Background: an optimization exercise with open tools, aiming at small area, a short achievable clock period and few clock cycles per item. Do not read the settings as production practice. No functional check of the RTL was part of any run shown here. Power is estimated from default activity; no workload was simulated.

<file path="flow/config.mk">
export PLATFORM = sky130hd
export DESIGN_NAME = Out_of_Order_divider
export DESIGN_NICKNAME = Out_of_Order_divider
export VERILOG_FILES = /design/flow/design.v
export SDC_FILE = /design/flow/constraint.sdc
export NUM_CORES = 4
export LEC_CHECK = 0
export CAP_MARGIN = 20
export CORE_MARGIN = 2
export CORE_UTILIZATION = 40
export PLACE_DENSITY = 0.6
export SLEW_MARGIN = 20
</file>
<file path="flow/constraint.sdc">
create_clock -name core_clock -period 6.0 [get_ports {clk}]
set_input_delay 1.2000 -clock core_clock [delete_from_list [all_inputs] [get_ports {clk}]]
set_output_delay 1.2000 -clock core_clock [all_outputs]
set_load 0.01 [all_outputs]
</file>
<file path="flow/design.v">
module single_divider (Clk, a_in, d_in, q_out, r_out);
input Clk;
input [7:0] a_in, d_in;
output [7:0] q_out, r_out;
wire [0:0] pr0 = a_in[7];
wire [0:0] g0 = ~pr0 & d_in[0:0];
wire [0:0] t0 = ~(pr0 ^ d_in[0:0]);
wire [1:0] bb0 = {g0[0], 1'b0};
wire ge0 = (d_in[7:1] == 0) && !bb0[1];
wire [0:0] nr0 = pr0 ^ ({1{ge0}} & (d_in[0:0] ^ bb0[0:0]));
wire [0:0] r1 = nr0;
wire [0:0] q1 = ge0;
wire [6:0] a1 = a_in[6:0];
wire [7:0] d1 = d_in;
wire [1:0] pr1 = {r1, a1[6]};
wire [1:0] g1 = ~pr1 & d1[1:0];
wire [1:0] t1 = ~(pr1 ^ d1[1:0]);
wire G1_1_1 = g1[1] | (t1[1] & g1[0]);
wire T1_1_1 = t1[1] & t1[0];
wire [2:0] bb1 = {G1_1_1, g1[0], 1'b0};
wire ge1 = (d1[7:2] == 0) && !bb1[2];
wire [1:0] nr1 = pr1 ^ ({2{ge1}} & (d1[1:0] ^ bb1[1:0]));
wire [1:0] r2 = nr1;
wire [1:0] q2 = {q1, ge1};
wire [5:0] a2 = a1[5:0];
wire [7:0] d2 = d1;
wire [2:0] pr2 = {r2, a2[5]};
wire [2:0] g2 = ~pr2 & d2[2:0];
wire [2:0] t2 = ~(pr2 ^ d2[2:0]);
wire G2_1_1 = g2[1] | (t2[1] & g2[0]);
wire T2_1_1 = t2[1] & t2[0];
wire G2_2_2 = g2[2] | (t2[2] & G2_1_1);
wire T2_2_2 = t2[2] & T2_1_1;
wire [3:0] bb2 = {G2_2_2, G2_1_1, g2[0], 1'b0};
wire ge2 = (d2[7:3] == 0) && !bb2[3];
wire [2:0] nr2 = pr2 ^ ({3{ge2}} & (d2[2:0] ^ bb2[2:0]));
reg [2:0] r3;
always @(posedge Clk) r3 <= nr2;
reg [2:0] q3;
always @(posedge Clk) q3 <= {q2, ge2};
reg [4:0] a3;
always @(posedge Clk) a3 <= a2[4:0];
reg [7:0] d3;
always @(posedge Clk) d3 <= d2;
wire [3:0] pr3 = {r3, a3[4]};
wire [3:0] g3 = ~pr3 & d3[3:0];
wire [3:0] t3 = ~(pr3 ^ d3[3:0]);
wire G3_1_1 = g3[1] | (t3[1] & g3[0]);
wire T3_1_1 = t3[1] & t3[0];
wire G3_1_3 = g3[3] | (t3[3] & g3[2]);
wire T3_1_3 = t3[3] & t3[2];
wire G3_2_2 = g3[2] | (t3[2] & G3_1_1);
wire T3_2_2 = t3[2] & T3_1_1;
wire G3_2_3 = G3_1_3 | (T3_1_3 & G3_1_1);
wire T3_2_3 = T3_1_3 & T3_1_1;
wire [4:0] bb3 = {G3_2_3, G3_2_2, G3_1_1, g3[0], 1'b0};
wire ge3 = (d3[7:4] == 0) && !bb3[4];
wire [3:0] nr3 = pr3 ^ ({4{ge3}} & (d3[3:0] ^ bb3[3:0]));
wire [3:0] r4 = nr3;
wire [3:0] q4 = {q3, ge3};
wire [3:0] a4 = a3[3:0];
wire [7:0] d4 = d3;
wire [4:0] pr4 = {r4, a4[3]};
wire [4:0] g4 = ~pr4 & d4[4:0];
wire [4:0] t4 = ~(pr4 ^ d4[4:0]);
wire G4_1_1 = g4[1] | (t4[1] & g4[0]);
wire T4_1_1 = t4[1] & t4[0];
wire G4_1_3 = g4[3] | (t4[3] & g4[2]);
wire T4_1_3 = t4[3] & t4[2];
wire G4_2_2 = g4[2] | (t4[2] & G4_1_1);
wire T4_2_2 = t4[2] & T4_1_1;
wire G4_2_3 = G4_1_3 | (T4_1_3 & G4_1_1);
wire T4_2_3 = T4_1_3 & T4_1_1;
wire G4_4_4 = g4[4] | (t4[4] & G4_2_3);
wire T4_4_4 = t4[4] & T4_2_3;
wire [5:0] bb4 = {G4_4_4, G4_2_3, G4_2_2, G4_1_1, g4[0], 1'b0};
wire ge4 = (d4[7:5] == 0) && !bb4[5];
wire [4:0] nr4 = pr4 ^ ({5{ge4}} & (d4[4:0] ^ bb4[4:0]));
wire [4:0] r5 = nr4;
wire [4:0] q5 = {q4, ge4};
wire [2:0] a5 = a4[2:0];
wire [7:0] d5 = d4;
wire [5:0] pr5 = {r5, a5[2]};
wire [5:0] g5 = ~pr5 & d5[5:0];
wire [5:0] t5 = ~(pr5 ^ d5[5:0]);
wire G5_1_1 = g5[1] | (t5[1] & g5[0]);
wire T5_1_1 = t5[1] & t5[0];
wire G5_1_3 = g5[3] | (t5[3] & g5[2]);
wire T5_1_3 = t5[3] & t5[2];
wire G5_1_5 = g5[5] | (t5[5] & g5[4]);
wire T5_1_5 = t5[5] & t5[4];
wire G5_2_2 = g5[2] | (t5[2] & G5_1_1);
wire T5_2_2 = t5[2] & T5_1_1;
wire G5_2_3 = G5_1_3 | (T5_1_3 & G5_1_1);
wire T5_2_3 = T5_1_3 & T5_1_1;
wire G5_4_4 = g5[4] | (t5[4] & G5_2_3);
wire T5_4_4 = t5[4] & T5_2_3;
wire G5_4_5 = G5_1_5 | (T5_1_5 & G5_2_3);
wire T5_4_5 = T5_1_5 & T5_2_3;
wire [6:0] bb5 = {G5_4_5, G5_4_4, G5_2_3, G5_2_2, G5_1_1, g5[0], 1'b0};
wire ge5 = (d5[7:6] == 0) && !bb5[6];
wire [5:0] nr5 = pr5 ^ ({6{ge5}} & (d5[5:0] ^ bb5[5:0]));
reg [5:0] r6;
always @(posedge Clk) r6 <= nr5;
reg [5:0] q6;
always @(posedge Clk) q6 <= {q5, ge5};
reg [1:0] a6;
always @(posedge Clk) a6 <= a5[1:0];
reg [7:0] d6;
always @(posedge Clk) d6 <= d5;
wire [6:0] pr6 = {r6, a6[1]};
wire [6:0] g6 = ~pr6 & d6[6:0];
wire [6:0] t6 = ~(pr6 ^ d6[6:0]);
wire G6_1_1 = g6[1] | (t6[1] & g6[0]);
wire T6_1_1 = t6[1] & t6[0];
wire G6_1_3 = g6[3] | (t6[3] & g6[2]);
wire T6_1_3 = t6[3] & t6[2];
wire G6_1_5 = g6[5] | (t6[5] & g6[4]);
wire T6_1_5 = t6[5] & t6[4];
wire G6_2_2 = g6[2] | (t6[2] & G6_1_1);
wire T6_2_2 = t6[2] & T6_1_1;
wire G6_2_3 = G6_1_3 | (T6_1_3 & G6_1_1);
wire T6_2_3 = T6_1_3 & T6_1_1;
wire G6_2_6 = g6[6] | (t6[6] & G6_1_5);
wire T6_2_6 = t6[6] & T6_1_5;
wire G6_4_4 = g6[4] | (t6[4] & G6_2_3);
wire T6_4_4 = t6[4] & T6_2_3;
wire G6_4_5 = G6_1_5 | (T6_1_5 & G6_2_3);
wire T6_4_5 = T6_1_5 & T6_2_3;
wire G6_4_6 = G6_2_6 | (T6_2_6 & G6_2_3);
wire T6_4_6 = T6_2_6 & T6_2_3;
wire [7:0] bb6 = {G6_4_6, G6_4_5, G6_4_4, G6_2_3, G6_2_2, G6_1_1, g6[0], 1'b0};
wire ge6 = (d6[7:7] == 0) && !bb6[7];
wire [6:0] nr6 = pr6 ^ ({7{ge6}} & (d6[6:0] ^ bb6[6:0]));
wire [6:0] r7 = nr6;
wire [6:0] q7 = {q6, ge6};
wire [0:0] a7 = a6[0:0];
wire [7:0] d7 = d6;
wire [7:0] pr7 = {r7, a7[0]};
wire [7:0] g7 = ~pr7 & d7[7:0];
wire [7:0] t7 = ~(pr7 ^ d7[7:0]);
wire G7_1_1 = g7[1] | (t7[1] & g7[0]);
wire T7_1_1 = t7[1] & t7[0];
wire G7_1_3 = g7[3] | (t7[3] & g7[2]);
wire T7_1_3 = t7[3] & t7[2];
wire G7_1_5 = g7[5] | (t7[5] & g7[4]);
wire T7_1_5 = t7[5] & t7[4];
wire G7_1_7 = g7[7] | (t7[7] & g7[6]);
wire T7_1_7 = t7[7] & t7[6];
wire G7_2_2 = g7[2] | (t7[2] & G7_1_1);
wire T7_2_2 = t7[2] & T7_1_1;
wire G7_2_3 = G7_1_3 | (T7_1_3 & G7_1_1);
wire T7_2_3 = T7_1_3 & T7_1_1;
wire G7_2_6 = g7[6] | (t7[6] & G7_1_5);
wire T7_2_6 = t7[6] & T7_1_5;
wire G7_2_7 = G7_1_7 | (T7_1_7 & G7_1_5);
wire T7_2_7 = T7_1_7 & T7_1_5;
wire G7_4_4 = g7[4] | (t7[4] & G7_2_3);
wire T7_4_4 = t7[4] & T7_2_3;
wire G7_4_5 = G7_1_5 | (T7_1_5 & G7_2_3);
wire T7_4_5 = T7_1_5 & T7_2_3;
wire G7_4_6 = G7_2_6 | (T7_2_6 & G7_2_3);
wire T7_4_6 = T7_2_6 & T7_2_3;
wire G7_4_7 = G7_2_7 | (T7_2_7 & G7_2_3);
wire T7_4_7 = T7_2_7 & T7_2_3;
wire [8:0] bb7 = {G7_4_7, G7_4_6, G7_4_5, G7_4_4, G7_2_3, G7_2_2, G7_1_1, g7[0], 1'b0};
wire ge7 = 1'b1 && !bb7[8];
wire [7:0] nr7 = pr7 ^ ({8{ge7}} & (d7[7:0] ^ bb7[7:0]));
wire [7:0] r8 = nr7;
wire [7:0] q8 = {q7, ge7};
assign q_out = q8;
assign r_out = r8;
endmodule
`timescale 1 ns / 100 ps
module Out_of_Order_divider (clk, rst, start, memory_write_complete, dd_addr, dd_data, qr_we, qr_addr, qr_data);
input clk, rst, start;
output memory_write_complete;
output [4:0] dd_addr;
input [15:0] dd_data;
output qr_we;
output [4:0] qr_addr;
output [15:0] qr_data;
reg [4:0] rd_ptr, wr_ptr;
reg rd_run;
reg [1:0] valid;    
wire rd_active = start | rd_run;
always @(posedge clk, posedge rst)
begin
  if (rst) begin
    rd_ptr <= 5'd0;
    wr_ptr <= 5'd0;
    rd_run <= 1'b0;
    valid <= 0;
  end else begin
    valid <= {valid[0:0], rd_active};
    if (rd_active) begin
      rd_ptr <= rd_ptr + 5'd1;
      rd_run <= (rd_ptr != 5'd31);
    end
    if (qr_we)
      wr_ptr <= wr_ptr + 5'd1;
  end
end
assign dd_addr = rd_ptr;
assign qr_we = valid[1];
assign qr_addr = wr_ptr;
assign memory_write_complete = qr_we && (wr_ptr == 5'd31);
single_divider divider (.Clk(clk), .a_in(dd_data[15:8]), .d_in(dd_data[7:0]), .q_out(qr_data[15:8]), .r_out(qr_data[7:0]));
endmodule
</file>
<file path="flow/run.sh">
#!/bin/bash
# synth_recipe.tcl (not shown) runs the flow's synth.tcl, then flattens the netlist and writes it again
# the make line also repeats each setting of config.mk as NAME=value (left out here)
make -C /OpenROAD-flow-scripts/flow DESIGN_CONFIG=/design/flow/config.mk WORK_HOME=/design/flow/orfs CLKGATE_MAP_FILE= SYNTH_SCRIPT=/design/flow/synth_recipe.tcl finish
</file>
==> impl_metrics.tcl, run 1 <==
set metrics [dict create \
    cts_buffer_depth 2 \
    ctsHoldBuffers 0 \
    finClkSkew_ns 0.00709 \
    end_kind "output port" \
    synthArstFlopShare_pct 24.1 \
    setup_tns_ns 0 \
    outcome "timing/DRC/antenna clean" \
    timing.rr.start "divider.d3[5]" \
    critPathKind "flop to output port" \
    ys_seq_elements 54 \
    die_area_um2 9010 \
    htree_levels 2 \
    start_util_pct 40.7 \
    routed_via_density 5.12 \
    synth_edf_count 0 \
    area_growth_syn_to_layout_pct 22.6 \
    p_leak_nw 1.70 \
    drtPass1Iterations 4 \
    cts_sinks 54 \
    finalHoldViolCount 0 \
    min_period_over_period_pct 95.3 \
    synth_xor_area_share_pct 16.1 \
    core.rowCount 33 \
    synthSimpleGateAreaFrac_pct 16.2 \
    drive_gt1_share_pct 7.94 \
    track_usage_pct 15.6 \
    yosysSeqAreaShare_pct 34.6 \
    hp-class "flop to flop" \
    grt_pass1_vias 2535 \
    max_clock_freq_mhz 175 \
    synthMostInstantiatedCell "dfxtp_1" \
    root_buffer "clkbuf_8" \
    critPathLaunchType "flop" \
    post-cts-setup-buffers 0 \
    gr-usage-met1_pct 19.5 \
    grt_max_degree 20 \
    cellPowerDensity_nw_per_um2 315 \
    r2r_slack_ns 0.39 \
    drtIter0Drc 131 \
    gr-usage-met2_pct 27.4 \
    cts_tree "yes" \
    tightest_slew_ns 0.836 \
    grt_setup_unrepaired "false" \
    synth.distinct_cells 57 \
    routed_wl_um 6540 \
    hpwl_um 5080 \
    netlist_top_cells_area "dfxtp_1, ha_1, dfrtp_1" \
    preCtsSetupSlack_ns 0.428 \
    synth_commonest_cells "dfxtp_1, xnor2_1, ha_1" \
    numCtsBuffers 5 \
    synthAdderAreaFrac_pct 11.3 \
    grt.busiest_layer "met2" \
    io_pins 47 \
    cts.reportedPaths.clkPinSlew_ns 0.09 \
    synth_flop_cell "dfxtp_1" \
    period_needed_ns 5.72 \
    antenna_found_initial 0 \
    synth_compound_area_share_pct 16.5 \
    synthMuxAreaShare_pct 1.36 \
    ir_drop_uv 114 \
    reg2regPathDepth 18 \
    place.gp.congestion 0.862 \
    crit_start "divider.r6[0]" \
    synth_top_family_by_area "compound AO/OA/AOI/OAI gates" \
    clock_latency_ns 0.31 \
    grt_overflow 0 \
    synthCells 352 \
    yosys_warnings 2 \
    cp.arrival_ns 4.52 \
    cts_resized 0 \
    n_fill_cell 744 \
    via_count 2602 \
    core_area_um2 8130 \
    r2r_end "divider.r6[1]" \
    critPathCapture "qr_data[1]" \
    port_buffers 46 \
    die_w_um 94.9 \
    die_height_um 94.9 \
    ant_nets 0 \
    timing.final.max_slew_violations 0 \
    utilization_pct 49.9 \
    drc 0 \
    avgRoutedWirePerCell_um 12.9 \
    finalSetupViolations 0 \
    slew_headroom_pct 43.8 \
    syn_area_um2 3310 \
    drv_cap 0 \
    syn_nets 401 \
    cp.required_ns 4.80 \
    nets 451 \
    met3_usage_pct 2.71 \
    grt_pass1_wl_um 11300 \
    num_antenna_cells 0 \
    setup_ws_ns 0.283 \
    synth_top_area_share_pct 24.8 \
    yosysTopAreaCell "dfxtp_1" \
    syn_avg_cell_area_um2 9.40 \
    worstPathMaxFanout 8 \
]
==> cell type report <==
class | count | area (µm²) | share of cell area [%]
multi-input combinational | 267 | 2060 | 50.8
sequential | 54 | 1150 | 28.3
timing repair buffer | 53 | 518 | 12.8
tap | 105 | 131 | 3.24
clock buffer | 6 | 82.6 | 2.04
inverter | 21 | 78.8 | 1.94
clock inverter | 2 | 38.8 | 0.956
==> state kept, by name, summed over array words and instances (netlist names) <==
name        count
divider.d3      8
divider.d6      8
divider.q6      6
divider.r6      6
divider.a3      5
rd_ptr          5
wr_ptr          5
divider.q3      3
divider.r3      3
divider.a6      2
valid           2
rd_run          1
==> per-layer routing <==
layer / wire length (µm) / vias to the layer above
met3: 237 / 4
met2: 3210 / 53
met1: 3030 / 1189
li1: - / 1356
met4: 63 / 0
met5: 0 / -
==> kinds of logic (layout without fill, tap and decap cells) <==
group,after synthesis,after routing
AND/OR/NAND/NOR,101,101
buffers and inverters,31,82
adder cells (fa/ha/maj),30,30
XOR/XNOR,56,56
multiplexers,4,4
flip-flops,54,54
AO/OA/AOI/OAI,76,76
==> report_power, final <==
part | switching [W] | leakage, nW | internal (W)
logic | 0.000233 | 1.16 | 0.000307
clock network | 0.000124 | 0.0618 | 0.000137
registers | 0.0000570 | 0.487 | 0.000418
total | 0.000414 | 1.70 | 0.000863
==> critical path, stage by stage, from the launching register on <==
cell             delay (ns)
dfxtp_1                0.32
inv_1                  0.06
ha_1                   0.28
and3b_1                0.21
o211ai_1               0.29
a21oi_2                0.14
o21ai_2                0.17
nand3_1                0.13
xor2_2                 0.19
ha_1                   0.29
and3b_1                0.17
o21a_1                 0.17
o21a_1                 0.20
a311o_1                0.40
o31ai_1                0.20
buf_4                  0.18
o21ai_0                0.09
xor2_1                 0.17
clkdlybuf4s50_1        0.54
==> metrics by stage <==
| stage | instances | instance area [µm²] | hold WS (ns) | total power, W |
|---|---|---|---|---|
| floorplan | 352 | 3310 | 0.310 | 0.000803 |
| global placement | 500 | 3900 | 0.314 | 0.00102 |
| detailed placement | 500 | 3900 | 0.313 | 0.00103 |
| CTS | 508 | 4030 | 0.336 | 0.00129 |
| global route | 508 | 4060 | 0.341 | 0.00138 |
| finish | 508 | 4060 | 0.337 | 0.00128 |
==> placed cells by master, fill, tap and decap left out, types with 7 or more instances in the layout <==
cell	instances
a21oi_1	9
buf_4	7
clkdlybuf4s50_1	44
dfrtp_1	13
dfxtp_1	40
ha_1	30
inv_1	21
nand2_1	26
nand3_1	9
nor2_1	20
o21a_1	7
o21ai_0	17
o31ai_1	7
xnor2_1	33
xor2_1	18
==> how the worst min path moves through the flow <==
stage	to	cells after the start	startpoint	slack, ns
finish	divider.a6[1]	0	divider.a3[1]	0.34
global route	divider.q6[3]	0	divider.q3[0]	0.34
CTS	divider.a6[1]	0	divider.a3[1]	0.34
detailed placement	divider.a6[1]	0	divider.a3[1]	0.31
global placement	divider.a6[1]	0	divider.a3[1]	0.31
floorplan	divider.a6[0]	0	divider.a3[0]	0.31
==> inputs of run 2 (changes only) <==
==> flow/design.v (replaced) <==
module single_divider (Clk, a_in, d_in, q_out, r_out);
input Clk;
input [7:0] a_in, d_in;
output [7:0] q_out, r_out;
wire [0:0] x0 = a_in[7:7];
wire ge_0_1 = (d_in[7:1] == 0) && (x0 >= d_in[0:0]);
wire [0:0] df_0_1 = x0 - d_in[0:0];
wire [0:0] r1 = ge_0_1 ? df_0_1 : x0;
wire [0:0] qq1 = {ge_0_1};
wire [6:0] aa1 = a_in[6:0];
wire [1:0] x1 = {r1, aa1[6:6]};
wire ge_1_1 = (d_in[7:2] == 0) && (x1 >= d_in[1:0]);
wire [1:0] df_1_1 = x1 - d_in[1:0];
wire [1:0] r2 = ge_1_1 ? df_1_1 : x1;
wire [1:0] qq2 = {qq1, ge_1_1};
wire [5:0] aa2 = aa1[5:0];
wire [2:0] x2 = {r2, aa2[5:5]};
wire ge_2_1 = (d_in[7:3] == 0) && (x2 >= d_in[2:0]);
wire [2:0] df_2_1 = x2 - d_in[2:0];
wire [2:0] r3 = ge_2_1 ? df_2_1 : x2;
wire [2:0] qq3 = {qq2, ge_2_1};
wire [4:0] aa3 = aa2[4:0];
wire [3:0] x3 = {r3, aa3[4:4]};
wire ge_3_1 = (d_in[7:4] == 0) && (x3 >= d_in[3:0]);
wire [3:0] df_3_1 = x3 - d_in[3:0];
wire [3:0] r4 = ge_3_1 ? df_3_1 : x3;
wire [3:0] qq4 = {qq3, ge_3_1};
wire [3:0] aa4 = aa3[3:0];
reg [3:0] r_p1;
always @(posedge Clk) r_p1 <= r4;
reg [3:0] a_p1;
always @(posedge Clk) a_p1 <= aa4;
reg [3:0] q_p1;
always @(posedge Clk) q_p1 <= qq4;
reg [7:0] d_p1;
always @(posedge Clk) d_p1 <= d_in;
wire [5:0] x4 = {r_p1, a_p1[3:2]};
wire [9:0] d3_4 = {2'b0, d_p1} + {1'b0, d_p1, 1'b0};
wire [8:0] d2_4 = {d_p1, 1'b0};
wire ge_4_1 = (d_p1[7:6] == 0) && (x4 >= d_p1[5:0]);
wire [5:0] df_4_1 = x4 - d_p1[5:0];
wire ge_4_2 = (d2_4[8:6] == 0) && (x4 >= d2_4[5:0]);
wire [5:0] df_4_2 = x4 - d2_4[5:0];
wire ge_4_3 = (d3_4[9:6] == 0) && (x4 >= d3_4[5:0]);
wire [5:0] df_4_3 = x4 - d3_4[5:0];
wire [5:0] r6 = ge_4_3 ? df_4_3 : ge_4_2 ? df_4_2 : ge_4_1 ? df_4_1 : x4;
wire [5:0] qq6 = {q_p1, ge_4_2, ge_4_3 | (ge_4_1 & !ge_4_2)};
wire [1:0] aa6 = a_p1[1:0];
wire [7:0] x6 = {r6, aa6[1:0]};
wire [8:0] d2_6 = {d_p1, 1'b0};
wire ge_6_1 = 1'b1 && (x6 >= d_p1[7:0]);
wire [7:0] df_6_1 = x6 - d_p1[7:0];
wire ge_6_2 = (d2_6[8:8] == 0) && (x6 >= d2_6[7:0]);
wire [7:0] df_6_2 = x6 - d2_6[7:0];
wire ge_6_3 = (d3_4[9:8] == 0) && (x6 >= d3_4[7:0]);
wire [7:0] df_6_3 = x6 - d3_4[7:0];
wire [7:0] r8 = ge_6_3 ? df_6_3 : ge_6_2 ? df_6_2 : ge_6_1 ? df_6_1 : x6;
wire [7:0] qq8 = {qq6, ge_6_2, ge_6_3 | (ge_6_1 & !ge_6_2)};
assign q_out = qq8;
assign r_out = r8;
endmodule
`timescale 1 ns / 100 ps
module Out_of_Order_divider (clk, rst, start, memory_write_complete, dd_addr, dd_data, qr_we, qr_addr, qr_data);
input clk, rst, start;
output memory_write_complete;
output [4:0] dd_addr;
input [15:0] dd_data;
output qr_we;
output [4:0] qr_addr;
output [15:0] qr_data;
reg [5:0] cnt;
reg run;
wire last = run && (cnt == 6'd32);
always @(posedge clk, posedge rst)
begin
  if (rst) begin
    cnt <= 6'd0;
    run <= 1'b0;
  end else if (last) begin
    cnt <= 6'd0;
    run <= 1'b0;
  end else if (start || run) begin
    cnt <= cnt + 6'd1;
    run <= 1'b1;
  end
end
wire [5:0] wcnt = cnt - 6'd1;
assign dd_addr = cnt[4:0];
assign qr_we = run && (cnt >= 6'd1);
assign qr_addr = wcnt[4:0];
assign memory_write_complete = last;
single_divider divider (.Clk(clk), .a_in(dd_data[15:8]), .d_in(dd_data[7:0]), .q_out(qr_data[15:8]), .r_out(qr_data[7:0]));
endmodule
==> run 2 against run 1 <==
  * The layout now fails its checks (negative setup slack)
  * Cell count grew 45%
  * Total power grew 16%
  * Critical endpoint is now qr_data[5]
  * Non-clock buffer count grew 143
==> impl_metrics.tcl, run 2 <==
set metrics [dict create \
    yosysTopAreaCell "ha_1" \
    synthArstFlopShare_pct 25.9 \
    slew_headroom_pct 63.8 \
    critPathKind "flop to output port" \
    ys_seq_elements 27 \
    grt_overflow 0 \
    synth_edf_count 0 \
    violations "negative setup slack" \
    numCtsBuffers 3 \
    port_buffers 46 \
    finalPower_w 0.00148 \
    grt_setup_unrepaired "true" \
    nets 721 \
    finalHoldViolCount 0 \
    final_common_cell "buf_4" \
    hpwl_um 9180 \
    cts_sinks 27 \
    root_buffer "clkbuf_8" \
    synth_commonest_cells "ha_1, inv_1, a21oi_1" \
    cts_tree "yes" \
    die_height_um 99.8 \
    synth_flop_cell "dfxtp_1" \
    clock_latency_ns 0.26 \
    fin_area_um2 5720 \
    netlist_top_cells_area "ha_1, dfxtp_1, fa_1" \
    cts_buffer_depth 2 \
    top_register "divider.d_p1" \
    start_util_pct 41.7 \
    finClkSkew_ns 0.000452 \
    ant_nets 0 \
    drc 0 \
    routed_via_density 5.24 \
    yosysSeqAreaShare_pct 15.7 \
    num_antenna_cells 0 \
    largest_reg_flops 8 \
    ctsHoldBuffers 0 \
    end_kind "output port" \
    grt_pass1_wl_um 18500 \
    io_pins 47 \
    drv_cap 0 \
    cellPowerDensity_nw_per_um2 259 \
    final_cell_mix "buf_4, ha_1, inv_1" \
    syn_avg_cell_area_um2 8.32 \
    slowest_delay_ns 0.40 \
    place.gp.congestion 0.906 \
    synth_top_area_share_pct 21.1 \
    p_leak_nw 2.75 \
    routed_wl_um 11400 \
    setup_tns_ns -0.235 \
    htree_levels 1 \
    critPathTopFamily "compound AO/OA/AOI/OAI gates" \
    track_usage_pct 22.9 \
    outcome "complete, but fails checks" \
    antenna_found_initial 0 \
    finalSetupViolations 5 \
    drtPass1Iterations 4 \
    cts.reportedPaths.clkPinSlew_ns 0.09 \
    max_clock_freq_mhz 164 \
    area_growth_syn_to_layout_pct 55.9 \
    n_fill_cell 743 \
    ir_drop_uv 218 \
    yosys_warnings 2 \
    tightest_slew_ns 0.541 \
    core.rowCount 34 \
    avgRoutedWirePerCell_um 15.5 \
    cp.required_ns 4.80 \
    min_period_over_period_pct 102 \
    reg_top3 "divider.d_p1 x8, cnt x6" \
    hold_ws_ns 0.551 \
    critPathLaunchType "flop" \
    die_area_um2 9960 \
    drtIter0Drc 93 \
    critPathBufInv 8 \
    synth.distinct_cells 60 \
    syn_area_um2 3670 \
    syn_nets 532 \
    drive_gt1_share_pct 36.7 \
    synthMostInstantiatedCell "ha_1" \
    setup_ws_ns -0.102 \
    via_count 3864 \
    hp-class "flop to flop" \
    core_area_um2 8810 \
    synthCells 441 \
    slowest_stage "fa_2" \
    cp.arrival_ns 4.90 \
    place_area_um2 5170 \
    grt_max_degree 16 \
    period_needed_ns 6.10 \
    worstPathMaxFanout 8 \
    die_w_um 99.8 \
    timing.final.max_slew_violations 0 \
    grt_pass1_vias 3998 \
]
## run 2: cell count changes after synthesis, sizes merged, moves of 13 or more
cell,before,now
ha,30,62
a21oi,10,40
inv,21,49
dfxtp,41,20
nor2,20,33
xnor2,34,21
## run 2: cells by family (layout without fill, tap and decap cells)
group | count (synthesis) | after routing | share of synthesized area [%]
AO/OA/AOI/OAI | 119 | 119 | 22.0
multiplexers | 18 | 18 | 5.32
XOR/XNOR | 32 | 32 | 7.63
adder cells (fa/ha/maj) | 72 | 72 | 26.6
flip-flops | 27 | 27 | 15.7
buffers and inverters | 61 | 249 | 7.19
AND/OR/NAND/NOR | 112 | 112 | 15.6
## run 2: cell type report
type | instances | area [µm²] | share of cell area (%)
multi-input combinational | 353 | 3210 | 56.0
timing repair buffer | 196 | 1570 | 27.5
sequential | 27 | 578 | 10.1
inverter | 49 | 184 | 3.21
tap | 108 | 135 | 2.36
clock buffer | 3 | 41.3 | 0.722
clock inverter | 1 | 5.00 | 0.0875
## run 2: path summary, 6_finish.rpt
path / start / to / slack [ns] / depth (start not counted)
setup / recovery: divider.d_p1[1] / qr_data[5] / -0.10 / 26
hold / removal: cnt[4] / cnt[4] / 0.55 / 1
setup reg to reg: cnt[0] / cnt[0] / 4.17 / 7
hold reg to reg: cnt[4] / cnt[4] / 0.55 / 1
max in group asynchronous: rst / cnt[5] / 4.64 / 2
min in group asynchronous: rst / cnt[4] / 1.16 / 2
## run 2: routing by layer
| layer | GRT usage (%) | share of wire [%] |
|---|---|---|
| met5 | 0 | 0 |
| met4 | 7.38 | 2.2 |
| met3 | 1.60 | 2.5 |
| met2 | 43.7 | 53 |
| met1 | 27.2 | 42 |
## run 2: worst reg2reg max path: stages, from the launching register on
cell	delay [ns]
dfrtp_1	0.45
inv_1	0.13
ha_1	0.21
nand2b_1	0.08
nor3_1	0.21
and3_1	0.30
nor2_1	0.08
mux2_2	0.27
## run 2: metrics by stage
step / std cells / setup slack [ns] / util (%)
6_report: 737 / -0.102 / 65.0
3_3_place_gp: 713 / -0.465 / 58.8
2_1_floorplan: 441 / 0.0196 / -
5_1_grt: 737 / -0.311 / 65.0
3_5_place_dp: 713 / -0.581 / 58.8
4_1_cts: 730 / -0.0889 / 63.1
## run 2: repair_timing
action	in CTS	in global routing
pin swaps	34	19
setup endpoints to repair	15	15
gates resized for setup	97	21
endpoints found under the hold margin	0	0
buffers inserted	13	7
## run 2: report_power, final
part | leakage, nW | total [W] | internal [W] | switching (W)
registers | 0.247 | 0.000254 | 0.000209 | 0.0000450
clock network | 0.0255 | 0.000100 | 0.0000464 | 0.0000539
logic | 2.48 | 0.00113 | 0.000618 | 0.000509
total | 2.75 | 0.00148 | 0.000873 | 0.000607
==> inputs of run 3 (changes only) <==
--- a/flow/design.v
+++ b/flow/design.v
@@ -16,24 +16,23 @@
 wire [5:0] aa2 = aa1[5:0];
-wire [2:0] x2 = {r2, aa2[5:5]};
-wire ge_2_1 = (d_in[7:3] == 0) && (x2 >= d_in[2:0]);
-wire [2:0] df_2_1 = x2 - d_in[2:0];
-wire [2:0] r3 = ge_2_1 ? df_2_1 : x2;
-wire [2:0] qq3 = {qq2, ge_2_1};
-wire [4:0] aa3 = aa2[4:0];
-wire [3:0] x3 = {r3, aa3[4:4]};
-wire ge_3_1 = (d_in[7:4] == 0) && (x3 >= d_in[3:0]);
-wire [3:0] df_3_1 = x3 - d_in[3:0];
-wire [3:0] r4 = ge_3_1 ? df_3_1 : x3;
-wire [3:0] qq4 = {qq3, ge_3_1};
-wire [3:0] aa4 = aa3[3:0];
-reg [3:0] r_p1;
-always @(posedge Clk) r_p1 <= r4;
-reg [3:0] a_p1;
-always @(posedge Clk) a_p1 <= aa4;
-reg [3:0] q_p1;
-always @(posedge Clk) q_p1 <= qq4;
+reg [1:0] r_p1;
+always @(posedge Clk) r_p1 <= r2;
+reg [5:0] a_p1;
+always @(posedge Clk) a_p1 <= aa2;
+reg [1:0] q_p1;
+always @(posedge Clk) q_p1 <= qq2;
 reg [7:0] d_p1;
 always @(posedge Clk) d_p1 <= d_in;
-wire [5:0] x4 = {r_p1, a_p1[3:2]};
-wire [9:0] d3_4 = {2'b0, d_p1} + {1'b0, d_p1, 1'b0};
+wire [3:0] x2 = {r_p1, a_p1[5:4]};
+wire [9:0] d3_2 = {2'b0, d_p1} + {1'b0, d_p1, 1'b0};
+wire [8:0] d2_2 = {d_p1, 1'b0};
+wire ge_2_1 = (d_p1[7:4] == 0) && (x2 >= d_p1[3:0]);
+wire [3:0] df_2_1 = x2 - d_p1[3:0];
+wire ge_2_2 = (d2_2[8:4] == 0) && (x2 >= d2_2[3:0]);
+wire [3:0] df_2_2 = x2 - d2_2[3:0];
+wire ge_2_3 = (d3_2[9:4] == 0) && (x2 >= d3_2[3:0]);
+wire [3:0] df_2_3 = x2 - d3_2[3:0];
+wire [3:0] r4 = ge_2_3 ? df_2_3 : ge_2_2 ? df_2_2 : ge_2_1 ? df_2_1 : x2;
+wire [3:0] qq4 = {q_p1, ge_2_2, ge_2_3 | (ge_2_1 & !ge_2_2)};
+wire [3:0] aa4 = a_p1[3:0];
+wire [5:0] x4 = {r4, aa4[3:2]};
 wire [8:0] d2_4 = {d_p1, 1'b0};
@@ -43,7 +42,7 @@
 wire [5:0] df_4_2 = x4 - d2_4[5:0];
-wire ge_4_3 = (d3_4[9:6] == 0) && (x4 >= d3_4[5:0]);
-wire [5:0] df_4_3 = x4 - d3_4[5:0];
+wire ge_4_3 = (d3_2[9:6] == 0) && (x4 >= d3_2[5:0]);
+wire [5:0] df_4_3 = x4 - d3_2[5:0];
 wire [5:0] r6 = ge_4_3 ? df_4_3 : ge_4_2 ? df_4_2 : ge_4_1 ? df_4_1 : x4;
-wire [5:0] qq6 = {q_p1, ge_4_2, ge_4_3 | (ge_4_1 & !ge_4_2)};
-wire [1:0] aa6 = a_p1[1:0];
+wire [5:0] qq6 = {qq4, ge_4_2, ge_4_3 | (ge_4_1 & !ge_4_2)};
+wire [1:0] aa6 = aa4[1:0];
 wire [7:0] x6 = {r6, aa6[1:0]};
@@ -54,4 +53,4 @@
 wire [7:0] df_6_2 = x6 - d2_6[7:0];
-wire ge_6_3 = (d3_4[9:8] == 0) && (x6 >= d3_4[7:0]);
-wire [7:0] df_6_3 = x6 - d3_4[7:0];
+wire ge_6_3 = (d3_2[9:8] == 0) && (x6 >= d3_2[7:0]);
+wire [7:0] df_6_3 = x6 - d3_2[7:0];
 wire [7:0] r8 = ge_6_3 ? df_6_3 : ge_6_2 ? df_6_2 : ge_6_1 ? df_6_1 : x6;
==> run 3 against run 2 <==
  * The layout still fails its checks (negative setup slack)
  * Wire length grew 31%
  * Clock skew grew 0.017 ns
  * Die area grew 9.4%
  * Fmax shrank 19%
  * Synthesized cell count grew 12%
  * Global-route usage grew 1.9 points
  * Critical path type unchanged
  * Largest cell class unchanged
==> impl_metrics.tcl, run 3 <==
set metrics [dict create \
    outcome "complete, but fails checks" \
    violations "negative setup slack" \
    yosys_warnings 2 \
    grt_overflow 0 \
    synth_top_area_share_pct 20.8 \
    synth_edf_count 0 \
    p_int_w 0.00110 \
    reg_top3 "divider.d_p1 x8, cnt x6, divider.a_p1 x6" \
    core_area_um2 9770 \
    core.rowCount 36 \
    period_needed_ns 7.53 \
    hp-class "flop to flop" \
    drtIter0Drc 228 \
    hpwl_um 10900 \
    synthMuxAreaShare_pct 3.63 \
    antenna_found_initial 0 \
    min_period_over_period_pct 125 \
    seqPwrFrac_pct 12.1 \
    synth_flop_cell "dfxtp_1" \
    slowest_stage "or4_4" \
    finalHoldViolCount 0 \
    area_growth_syn_to_layout_pct 77.9 \
    synthSimpleGateAreaFrac_pct 18.9 \
    slew_headroom_pct 66.5 \
    swShare_pct 43.7 \
    hold_ws_ns 0.562 \
    pwr-share-comb_pct 81.8 \
    synth_commonest_cells "ha_1, inv_1, a21oi_1" \
    netlist_top_cells_area "ha_1, dfxtp_1, fa_1" \
    routed_via_density 5.44 \
    numCtsBuffers 3 \
    cts.reportedPaths.clkPinSlew_ns 0.12 \
    end_kind "output port" \
    drv_cap 0 \
    die_area_um2 10900 \
    routed_wl_um 15000 \
    max_clock_freq_mhz 133 \
    grt_max_degree 17 \
    critPathKind "flop to output port" \
    die_height_um 104 \
    root_buffer "clkbuf_8" \
    synth_compound_area_share_pct 23.8 \
    n_fill_cell 685 \
    cts_tree "yes" \
    nets 845 \
    num_antenna_cells 0 \
    ant_nets 0 \
    cts_buffer_depth 2 \
    synthCells 493 \
    preCtsSetupSlack_ns -1.86 \
    setup_ws_ns -1.53 \
    drive_gt1_share_pct 48.2 \
    ys_seq_elements 25 \
    grt_setup_unrepaired "true" \
    start_util_pct 41.3 \
    clock_latency_ns 0.29 \
    drtPass1Iterations 5 \
    ctsHoldBuffers 0 \
    synthAdderAreaFrac_pct 26.2 \
    r2r_slack_ns 4.18 \
    critPathLaunchType "flop" \
    timing.final.max_slew_violations 0 \
    grt_pass1_wl_um 22200 \
    cellPowerDensity_nw_per_um2 272 \
    cts_sinks 25 \
    yosysSeqAreaShare_pct 13.3 \
    p_sw_w 0.000850 \
    place.gp.congestion 0.895 \
    finClkSkew_ns 0.0176 \
    port_buffers 46 \
    drc 0 \
    htree_levels 1 \
    slowest_delay_ns 0.53 \
    synth_xor_area_share_pct 7.60 \
    via_count 4788 \
    top_register "divider.d_p1" \
    syn_nets 590 \
    p_clk_share_pct 6.1 \
    synth.distinct_cells 70 \
    tightest_slew_ns 0.501 \
    synth_top_family_by_area "adder cells" \
    ir_drop_uv 297 \
    io_pins 47 \
    avgRoutedWirePerCell_um 17.0 \
    worstPathMaxFanout 8 \
    finalSetupViolations 10 \
    largest_reg_flops 8 \
    crit_top_cell "buf_6" \
    syn_avg_cell_area_um2 8.18 \
    track_usage_pct 24.9 \
    die_w_um 104 \
    synthArstFlopShare_pct 28.0 \
    syn_area_um2 4030 \
    grt_pass1_vias 4676 \
    cp.arrival_ns 6.33 \
    cp.required_ns 4.80 \
    p_leak_nw 3.29 \
    final_common_cell "buf_4" \
    synthMostInstantiatedCell "ha_1" \
    final_cell_mix "buf_4, ha_1, inv_1" \
    yosysTopAreaCell "ha_1" \
]
-- run 3: changes by cell type after synthesis, moves of 6 or more --
cell / previous run / this run
o21ai_0: 13 / 22
a21o_1: 11 / 18
nand2_1: 20 / 27
inv_1: 49 / 43
nand2b_1: 5 / 11
nor3_1: 5 / 11
xor2_1: 11 / 17
-- run 3: final timing paths --
check,from,endpoint,depth (start not counted)
setup / recovery,divider.d_p1[1],qr_data[4],28
hold / removal,cnt[4],cnt[4],1
setup reg to reg,cnt[0],cnt[0],7
hold reg to reg,cnt[4],cnt[4],1
max in group asynchronous,rst,cnt[1],2
min in group asynchronous,rst,cnt[3],2
-- run 3: power by group through the flow --
stage | Sequential, W | Clock (W) | Combinational, W
detailed placement | 0.000240 | 0 | 0.00131
global placement | 0.000238 | 0 | 0.00129
floorplan | 0.000228 | 0 | 0.000740
finish | 0.000236 | 0.000118 | 0.00159
global route | 0.000242 | 0.000124 | 0.00171
CTS | 0.000237 | 0.000119 | 0.00141
-- run 3: what timing repair did --
action                                  CTS  global route
endpoints found under the setup margin   10            11
gates resized for setup                  92            79
pin swaps                                31            63
buffers inserted                         27            17
gates cloned                              1             0
-- run 3: kinds of logic (layout without fill, tap and decap cells) --
family | count (synthesis) | in the layout
and+or+nand+nor | 142 | 142
AOI/OAI and AO/OA | 140 | 141
adders and majority gates | 78 | 78
buffers and inverters | 59 | 312
xor gates and xnor gates | 35 | 35
DFF | 25 | 25
muxes | 14 | 14
-- run 3: layer usage --
metal	vias to the layer above	GRT usage [%]	routed length, µm
met1	2279	31.2	6160
li1	2309	-	-
met4	0	7.53	638
met3	47	3.32	771
met5	-	0	0
met2	153	44.1	7410
-- run 3: final cells by class --
type                       instances  area, µm²  share of cell area, %
clock buffer                       3       41.3                  0.576
multi-input combinational        410       4090                   57.0
tap                              133        166                   2.32
inverter                          44        170                   2.37
sequential                        25        543                   7.57
clock inverter                     1       8.76                  0.122
timing repair buffer             264       2160                   30.1
-- run 3: critical path, delay by kind of cell, from the launching register on --
kind	cells	cell delay (ns)
AO/OA/AOI/OAI	9	1.53
adder cells (fa/ha/maj)	3	0.91
buffers and inverters	6	0.74
flip-flops	1	0.37
multiplexers	3	1.01
AND/OR/NAND/NOR	7	1.46
-- run 3: per-stage QoR --
stage	cells	utilization, %	cell area (µm²)	power [W]	TNS [ns]
2_1_floorplan	493	-	4300	0.000968	-5.77
3_3_place_gp	832	63.0	6160	0.00152	-15.43
3_5_place_dp	832	63.0	6160	0.00155	-16.21
4_1_cts	863	67.4	6580	0.00177	-14.96
5_1_grt	880	73.4	7170	0.00207	-16.10
6_report	880	73.4	7170	0.00195	-13.92
==> inputs of run 4 (changes only) <==
==> flow/design.v (replaced) <==
module single_divider (Clk, a_in, d_in, q_out, r_out);
input Clk;
input [7:0] a_in, d_in;
output [7:0] q_out, r_out;
wire [0:0] x0 = a_in[7:7];
wire ge_0_1 = (d_in[7:1] == 0) && (x0 >= d_in[0:0]);
wire [0:0] df_0_1 = x0 - d_in[0:0];
wire [0:0] r1 = ge_0_1 ? df_0_1 : x0;
wire [0:0] qq1 = {ge_0_1};
wire [6:0] aa1 = a_in[6:0];
wire [1:0] x1 = {r1, aa1[6:6]};
wire ge_1_1 = (d_in[7:2] == 0) && (x1 >= d_in[1:0]);
wire [1:0] df_1_1 = x1 - d_in[1:0];
wire [1:0] r2 = ge_1_1 ? df_1_1 : x1;
wire [1:0] qq2 = {qq1, ge_1_1};
wire [5:0] aa2 = aa1[5:0];
wire [2:0] x2 = {r2, aa2[5:5]};
wire ge_2_1 = (d_in[7:3] == 0) && (x2 >= d_in[2:0]);
wire [2:0] df_2_1 = x2 - d_in[2:0];
wire [2:0] r3 = ge_2_1 ? df_2_1 : x2;
wire [2:0] qq3 = {qq2, ge_2_1};
wire [4:0] aa3 = aa2[4:0];
reg [2:0] r_p1;
always @(posedge Clk) r_p1 <= r3;
reg [4:0] a_p1;
always @(posedge Clk) a_p1 <= aa3;
reg [2:0] q_p1;
always @(posedge Clk) q_p1 <= qq3;
reg [7:0] d_p1;
always @(posedge Clk) d_p1 <= d_in;
wire [4:0] x3 = {r_p1, a_p1[4:3]};
wire [9:0] d3_3 = {2'b0, d_p1} + {1'b0, d_p1, 1'b0};
wire [8:0] d2_3 = {d_p1, 1'b0};
wire ge_3_1 = (d_p1[7:5] == 0) && (x3 >= d_p1[4:0]);
wire [4:0] df_3_1 = x3 - d_p1[4:0];
wire ge_3_2 = (d2_3[8:5] == 0) && (x3 >= d2_3[4:0]);
wire [4:0] df_3_2 = x3 - d2_3[4:0];
wire ge_3_3 = (d3_3[9:5] == 0) && (x3 >= d3_3[4:0]);
wire [4:0] df_3_3 = x3 - d3_3[4:0];
wire [4:0] r5 = ge_3_3 ? df_3_3 : ge_3_2 ? df_3_2 : ge_3_1 ? df_3_1 : x3;
wire [4:0] qq5 = {q_p1, ge_3_2, ge_3_3 | (ge_3_1 & !ge_3_2)};
wire [2:0] aa5 = a_p1[2:0];
wire [6:0] x5 = {r5, aa5[2:1]};
wire [8:0] d2_5 = {d_p1, 1'b0};
wire ge_5_1 = (d_p1[7:7] == 0) && (x5 >= d_p1[6:0]);
wire [6:0] df_5_1 = x5 - d_p1[6:0];
wire ge_5_2 = (d2_5[8:7] == 0) && (x5 >= d2_5[6:0]);
wire [6:0] df_5_2 = x5 - d2_5[6:0];
wire ge_5_3 = (d3_3[9:7] == 0) && (x5 >= d3_3[6:0]);
wire [6:0] df_5_3 = x5 - d3_3[6:0];
wire [6:0] r7 = ge_5_3 ? df_5_3 : ge_5_2 ? df_5_2 : ge_5_1 ? df_5_1 : x5;
wire [6:0] qq7 = {qq5, ge_5_2, ge_5_3 | (ge_5_1 & !ge_5_2)};
wire [0:0] aa7 = aa5[0:0];
wire [7:0] x7 = {r7, aa7[0:0]};
wire ge_7_1 = 1'b1 && (x7 >= d_p1[7:0]);
wire [7:0] df_7_1 = x7 - d_p1[7:0];
wire [7:0] r8 = ge_7_1 ? df_7_1 : x7;
wire [7:0] qq8 = {qq7, ge_7_1};
assign q_out = qq8;
assign r_out = r8;
endmodule
`timescale 1 ns / 100 ps
module Out_of_Order_divider (clk, rst, start, memory_write_complete, dd_addr, dd_data, qr_we, qr_addr, qr_data);
input clk, rst, start;
output memory_write_complete;
output [4:0] dd_addr;
input [15:0] dd_data;
output qr_we;
output [4:0] qr_addr;
output [15:0] qr_data;
reg [5:0] cnt;
reg run;
wire last = run && (cnt == 6'd32);
always @(posedge clk, posedge rst)
begin
  if (rst) begin
    cnt <= 6'd0;
    run <= 1'b0;
  end else if (last) begin
    cnt <= 6'd0;
    run <= 1'b0;
  end else if (start || run) begin
    cnt <= cnt + 6'd1;
    run <= 1'b1;
  end
end
wire [5:0] wcnt = cnt - 6'd1;
assign dd_addr = cnt[4:0];
assign qr_we = run && (cnt >= 6'd1);
assign qr_addr = wcnt[4:0];
assign memory_write_complete = last;
single_divider divider (.Clk(clk), .a_in(dd_data[15:8]), .d_in(dd_data[7:0]), .q_out(qr_data[15:8]), .r_out(qr_data[7:0]));
endmodule
==> run 4 against run 3 <==
  * The layout still fails its checks (negative setup slack)
  * Via count decreased by 23%
  * Synthesized area decreased by 9.0%
  * Combinational power decreased by 26%
  * Cell area decreased by 19%
  * Cell count decreased by 18%
  * Sequential power increased by 5%
  * Critical path type unchanged
  * Critical endpoint is now qr_data[6]
  * Largest cell class unchanged
  * Highest routed layer unchanged
==> impl_metrics.tcl, run 4 <==
set metrics [dict create \
    setup_ws_ns -1.61 \
    die_w_um 99.8 \
    timing.rr.start "cnt[0]" \
    place.gp.congestion 0.918 \
    drtIter0Drc 94 \
    drc 0 \
    max_clock_freq_mhz 131 \
    r2r_slack_ns 4.17 \
    cp.required_ns 4.80 \
    critPathKind "flop to output port" \
    die_area_um2 9960 \
    placed_cells_incl_taps 687 \
    routed_via_density 5.09 \
    hp-class "flop to flop" \
    root_buffer "clkbuf_8" \
    grt_setup_unrepaired "true" \
    end_kind "output port" \
    routed_wl_um 10800 \
    finalHoldViolCount 0 \
    min_period_over_period_pct 127 \
    final_cells 726 \
    start_util_pct 41.7 \
    port_buffers 46 \
    synthCells 423 \
    slowest_delay_ns 0.59 \
    synthMostInstantiatedCell "ha_1" \
    slowest_stage "fa_2" \
    synth_commonest_cells "ha_1, inv_1, nand2_1, nor2_1, a21oi_1" \
    htree_levels 1 \
    holdCritStartpoint "cnt[5]" \
    netlist_top_cells_area "ha_1, dfxtp_1, xnor2_1" \
    drv_cap 0 \
    synthArstFlopShare_pct 26.9 \
    final_cell_mix "buf_4, ha_1, clkdlybuf4s50_1" \
    reg_top3 "divider.d_p1 x8, cnt x6, divider.a_p1 x5" \
    via_count 3694 \
    syn_avg_cell_area_um2 8.68 \
    syn_nets 509 \
    grt_max_degree 16 \
    largest_reg_flops 8 \
    hpwl_um 8580 \
    top_register "divider.d_p1" \
    whs_path_depth 2 \
    drtPass1Iterations 4 \
    numCtsBuffers 3 \
    grt_overflow 0 \
    outcome "complete, but fails checks" \
    finClkSkew_ns 0.00279 \
    tightest_slew_ns 0.474 \
    reg2regPathDepth 6 \
    final_common_cell "buf_4" \
    cts_buffer_depth 2 \
    cts.reportedPaths.clkPinSlew_ns 0.12 \
    place_area_um2 5310 \
    synth_edf_count 0 \
    fin_area_um2 5830 \
    violations "negative setup slack" \
    core.rowCount 34 \
    drive_gt1_share_pct 40.8 \
    crit_top_cell "buf_4" \
    ant_nets 0 \
    p_leak_nw 2.79 \
    critPathLaunchType "flop" \
    cellPowerDensity_nw_per_um2 272 \
    ys_seq_elements 26 \
    slew_headroom_pct 68.1 \
    die_height_um 99.8 \
    yosys_warnings 2 \
    io_pins 47 \
    area_growth_syn_to_layout_pct 58.8 \
    antenna_found_initial 0 \
    clock_latency_ns 0.28 \
    grt_pass1_vias 3937 \
    period_needed_ns 7.61 \
    cp.arrival_ns 6.41 \
    yosysTopAreaCell "ha_1" \
    syn_area_um2 3670 \
    avgRoutedWirePerCell_um 14.9 \
    hold_path_end "cnt[5]" \
    num_antenna_cells 0 \
    worstPathMaxFanout 6 \
    ir_drop_uv 253 \
    n_fill_cell 730 \
    synth_flop_cell "dfxtp_1" \
    nets 705 \
    synth_top_area_share_pct 19.4 \
    cts_tree "yes" \
    track_usage_pct 22.1 \
    finalSetupViolations 9 \
    synth.distinct_cells 64 \
    setup_tns_ns -14.10 \
    yosysSeqAreaShare_pct 15.1 \
    timing.final.max_slew_violations 0 \
    cts_sinks 26 \
    r2r_end "cnt[0]" \
    grt_pass1_wl_um 17700 \
    core_area_um2 8810 \
]
## run 4: cell types whose count changed in the layout (fill, tap and decap cells not counted), moves of 5 or more
cell / delta
buf_4: -42
buf_6: -13
ha_4: -12
inv_1: -12
a21oi_2: -11
mux2_2: +10
nand4_1: -8
mux2i_1: +7
o21ai_1: +7
nand2_1: +6
xnor2_1: +6
a21o_1: -5
o21ai_2: -5
## run 4: power breakdown
part	internal, W	total [W]	leakage (nW)	switching (W)
Sequential	0.000202	0.000247	0.240	0.0000454
Clock	0.0000896	0.000160	0.0357	0.0000704
Combinational	0.000673	0.00118	2.51	0.000503
## run 4: what timing repair did
item                                    CTS  global route
endpoints found under the setup margin   10            11
gates resized for setup                  67            20
pin swaps                                16            28
buffers inserted                         29             7
hold buffers                              0             0
## run 4: worst max path at each step
stage                                from          to  slack [ns]  cells after the start
after detailed placement  divider.d_p1[1]  qr_data[1]       -1.87                     32
after global routing      divider.d_p1[1]  qr_data[7]       -1.98                     36
after CTS                 divider.d_p1[1]  qr_data[1]       -1.60                     33
final                     divider.d_p1[1]  qr_data[6]       -1.61                     35
after floorplan           divider.d_p1[1]  qr_data[1]       -1.31                     32
after global placement    divider.d_p1[1]  qr_data[1]       -1.73                     34
## run 4: cell families (layout without fill, tap and decap cells)
kind of cell	count (synthesis)	count (layout)	share of synthesized area (%)
compound gates	105	105	19.6
xor+xnor	42	42	10.6
fa+ha+maj	68	68	25.2
buf+inv	49	244	6.24
flops	26	26	15.1
mux	30	30	8.80
simple gates	103	103	14.4
## run 4: per-layer routing
layer | GRT usage, % | share of wire, % | up-vias
met5 | 0 | 0 | -
met4 | 6.53 | 2.0 | 0
met3 | 2.16 | 3.2 | 21
met2 | 41.5 | 52 | 78
met1 | 26.6 | 43 | 1718
li1 | - | - | 1877
## run 4: metrics by stage
step,power (W),hold slack (ns),setup WS (ns),utilization (%)
floorplan,0.000860,0.532,-1.31,-
global placement,0.00128,0.568,-1.73,60.3
detailed placement,0.00130,0.589,-1.87,60.3
CTS,0.00155,0.606,-1.60,64.6
global route,0.00170,0.634,-1.98,66.2
finish,0.00158,0.610,-1.61,66.2
## run 4: worst max-delay path, delay by kind of cell, from the launching register on
family | cells | cell delay (ns)
AOI/OAI and AO/OA | 10 | 1.47
xor gates and xnor gates | 1 | 0.11
adders and majority gates | 5 | 1.52
buffers and inverters | 12 | 1.43
DFF | 1 | 0.39
muxes | 3 | 0.86
and+or+nand+nor | 4 | 0.31
## run 4: cell type report
cell class	instances	area [µm²]	area share [%]
Multi-Input combinational cell	348	3260	55.9
Timing Repair Buffer	205	1660	28.5
Sequential cell	26	564	9.68
Inverter	35	136	2.34
Tap cell	108	135	2.32
Clock buffer	3	41.3	0.709
Clock inverter	1	30.0	0.515

afterwards: timing with drivers on the ports:
No port has a modelled driver above. Below, the same layouts with a new extraction and two added sets of constraints. Step 1 sets driving cells, clkbuf_16 on the clock port and buf_2 on the other inputs (assumed; they add their load-dependent delay and slew). Step 2, shift: input delay + t, output delay - t, t = (earliest + latest rising clock arrival at the registers) / 2. This alone moves slack from input paths to output paths. a / b / c = ideal / step 1 / step 2; a / b = the first two.
run | t, ns | setup slack, ns | worst slew at a driven data input, ns | cell pins on the clock port's net
run 1 | 0.335 | 0.283 / 0.252 / 0.389 | 0.04 | 1
run 2 | 0.289 | -0.102 / -0.128 / -0.162 | 0.03 | 1
run 3 | 0.316 | -1.530 / -1.562 / -1.246 | 0.04 | 1
run 4 | 0.321 | -1.612 / -1.644 / -1.323 | 0.03 | 1
The setup slack of run 2, which loses most, moves by -0.026 ns with the drivers and by -0.060 ns with both steps.
